This is an optimization exercise on Yosys and OpenROAD, whose aim is small area, not a production implementation. The RTL was checked by simulation tests, not by an equivalence proof against the original design. No driver is modelled on the clock port, so clock power and skew are understated where the tree is cut down; a real chip needs a root buffer or a tree.

## maple
Design Binary_mul_16_1_bi, start of the top module:
module Binary_mul_16_1_bi (P, A, B, clk, rst_n, en);
    input signed [15:0] A;
    input signed [15:0] B;
    input clk, rst_n, en;
    output [30:0] P;
    reg  [30:2] Pr;
    assign P = {Pr, (A[1] & B[0]) ^ (A[0] & B[1]), A[0] & B[0]};
    reg  [2:0]  k;
    reg  [15:0] H;
    reg         one, two, neg;
    reg         n_hi, n_mi;
    always @(*) begin
        case (k)
            3'd0: {n_hi, n_mi} = B[3:2];
            3'd1: {n_hi, n_mi} = B[5:4];
            3'd2: {n_hi, n_mi} = B[7:6];
            3'd3: {n_hi, n_mi} = B[9:8];
            3'd4: {n_hi, n_mi} = B[11:10];
            3'd5: {n_hi, n_mi} = B[13:12];
            3'd6: {n_hi, n_mi} = B[15:14];
            default: {n_hi, n_mi} = B[1:0];
        endcase
    end
    wire        n_lo = neg & (k != 3'd7);
    wire [17:0] ax  = {{2{A[15]}}, A};
    wire [17:0] ax2 = {A[15], A, 1'b0};
    wire [17:0] hx  = {{2{H[15]}}, H};
    wire [17:0] pp, ac, T;
    wire [18:0] c;
    assign c[0] = neg;
    genvar i;
    generate
        for (i = 0; i < 18; i = i + 1) begin : g_add
            assign pp[i] = ((one & ax[i]) | (two & ax2[i])) ^ neg;
            assign ac[i] = hx[i];
            assign T[i]  = ac[i] ^ pp[i] ^ c[i];
  ...
clock: 10.0 ns
lec_check: 0
cap_margin: 20
core_margin: 2
core_utilization: 65
place_density: 0.85
slew_margin: 20
standard.sh (not shown) runs the stock make flow with config.mk's settings and CLKGATE_MAP_FILE= SYNTH_SCRIPT=/design/flow/synth_recipe.tcl, a recipe that flattens the netlist after the stock synthesis.
==> flow/flow/run.sh <==
#!/bin/bash
# ORFS layout through the standard.sh, with three changes:
#  - synthesis is the standard script (flow/synth.tcl) with an
#    area-oriented ABC mapping script (flow/area.abc) and only full adders
#    extracted as adder cells; registers are untouched;
#  - port buffers use the smallest buffer cell;
#  - clock tree: three clock buffers fed by the clock port (flow/cts_hook.tcl),
#    each driving one cluster of registers, in place of
#    TritonCTS's two-level tree.
# Each tool's full output stays in orfs/logs; make's output goes to flow.log.
set -euo pipefail
W=$PWD
export MY_ABC_SCRIPT=$W/flow/area.abc
export CLOCK_BUFFERS=3
export CLOCK_BUFFER_CELL=sky130_fd_sc_hd__clkbuf_8
bash standard.sh \
  "SYNTH_SCRIPT=$W/flow/synth.tcl" \
  'BUFFER_PORTS_ARGS=-buffer_cell sky130_fd_sc_hd__buf_1' \
  "PRE_CTS_TCL=$W/flow/cts_hook.tcl" \
  finish > flow.log 2>&1
Other scripts of this flow, unchanged in this note and not shown: flow/flow/area.abc, flow/flow/cts_hook.tcl, flow/flow/synth.tcl
maple reached the final stage; the timing, design-rule and antenna checks on its layout passed.
Inputs modified between maple and yarrow:
- a deleted PLACE_DENSITY that had been 0.85
- a change of CORE_UTILIZATION from 65 to 40
Findings:
- | global placement routability congestion | higher: maple |
- On adder and majority gate portion of the synthesized area, maple and yarrow are neck and neck.
- Critical path depth: maple vs yarrow identical
- Wire length (yarrow vs. maple) increases by a few percent
- Per the comparison of yarrow with maple, post-route minimum period has decreased, post-layout instance count excluding filler cells has increased.
In every run of this note, the design's own scripts or RTL, not TritonCTS, make the clock network.

========
Another version of the RTL of Binary_mul_16_1_bi (not shown whole).
Size: roughly 260 cells after synthesis, ~3000 sq um of cells after synthesis.
Design Binary_mul_16_1_bi, start of the top module:
module Binary_mul_16_1_bi (P, A, B, clk, rst_n, en);
    input signed [15:0] A;
    input signed [15:0] B;
    input clk, rst_n, en;
    output reg [30:0] P;
    reg  [2:0]  k;
    reg  [15:0] H;
    wire [16:0] Bx = {B, 1'b0};
    wire        b_hi = Bx[{k, 1'b0} + 5'd2];
    wire        b_mi = Bx[{k, 1'b0} + 5'd1];
    wire        b_lo = Bx[{k, 1'b0}];
    wire one = b_mi ^ b_lo;
    wire two = (b_hi & ~b_mi & ~b_lo) | (~b_hi & b_mi & b_lo);
    wire neg = b_hi;
    wire [16:0] mag = one ? {A[15], A} : two ? {A, 1'b0} : 17'd0;
    wire [17:0] pp  = {mag[16], mag} ^ {18{neg}};
    wire [17:0] acc = (k == 3'd0) ? 18'd0 : {{2{H[15]}}, H};
    wire [17:0] T   = acc + pp + {17'd0, neg};
    always @(posedge clk or negedge rst_n) begin
        if (!rst_n) k <= 3'd0;
        else        k <= k + 3'd1;
    end
    always @(posedge clk) begin
        H <= T[17:2];
        case (k)
            3'd0: P[1:0]   <= T[1:0];
            3'd1: P[3:2]   <= T[1:0];
            3'd2: P[5:4]   <= T[1:0];
            3'd3: P[7:6]   <= T[1:0];
            3'd4: P[9:8]   <= T[1:0];
            3'd5: P[11:10] <= T[1:0];
            3'd6: P[13:12] <= T[1:0];
            3'd7: P[30:14] <= T[16:0];
        endcase
    end
endmodule
export LEC_CHECK = 0
export CAP_MARGIN = 20
export CORE_MARGIN = 2
export CORE_UTILIZATION = 40
export SLEW_MARGIN = 20
create_clock -name core_clock -period 10.0 [get_ports {clk}]
run.sh (not shown) runs the stock make flow with config.mk's settings and CLKGATE_MAP_FILE= SYNTH_SCRIPT=/design/flow/synth_recipe.tcl, a recipe that flattens the netlist after the stock synthesis.
Stock flow here: none of the scripts above is used.
The first run went through all stages and came out clean.
Next try:
==> flow/flow/run.sh (new file) <==
#!/bin/bash
# Standard ORFS layout, with the port buffers made of the smallest buffer cell.
set -euo pipefail
bash standard.sh \
  'BUFFER_PORTS_ARGS=-buffer_cell sky130_fd_sc_hd__buf_1' \
  finish > flow.log 2>&1
==> flow/standard.sh (new file) <==
#!/bin/bash
# synth_recipe.tcl (not shown) runs the flow's synth.tcl, then flattens the netlist and writes it again
# the make line also repeats each setting of config.mk as NAME=value (left out here)
make -C /OpenROAD-flow-scripts/flow DESIGN_CONFIG=/design/flow/config.mk WORK_HOME=/design/flow/orfs CLKGATE_MAP_FILE= SYNTH_SCRIPT=/design/flow/synth_recipe.tcl "${@:-finish}"
removed: flow/run.sh
Result: The changed run finished clean; die area stays the same; cell area falls by roughly a tenth; non-clock buffer count does not change; worst setup slack is better by 0.35 ns; via count falls slightly.

[separate check: timing with driven ports]
No port has a modelled driver above. Below, the same layouts with a new extraction and two added sets of constraints. Step 1 assumes that a clkbuf_16 drives the clock port and a buf_2 every other input. Step 2, shift: input delay + t, output delay - t, t = (earliest + latest rising clock arrival at the registers) / 2. This alone moves slack from input paths to output paths. Three values: ideal, step 1, step 2; two values: the first two.
| run | shift t [ns] | setup WS [ns] | worst setup path after step 2 | clock arrival spread, ns | worst data-port slew with drivers (ns) |
|---|---|---|---|---|---|
| maple | 0.199 | 0.902 / 0.916 / 0.717 | input to register | 0.031 / 0.032 | 0.04 |
| yarrow | 0.203 | 0.933 / 0.958 / 0.755 | input to register | 0.028 / 0.028 | 0.04 |
| the first run of note 2 | 0.327 | 3.817 / 3.822 / 3.496 | input to register | 0.007 / 0.007 | 0.04 |
| the second run of note 2 | 0.331 | 4.170 / 4.179 / 3.848 | input to register | 0.006 / 0.006 | 0.04 |
After both steps setup and hold are still met in every run listed. For the second run of note 2, which loses most, drivers alone change the setup slack by +0.009 ns; drivers and shift together by -0.322 ns.
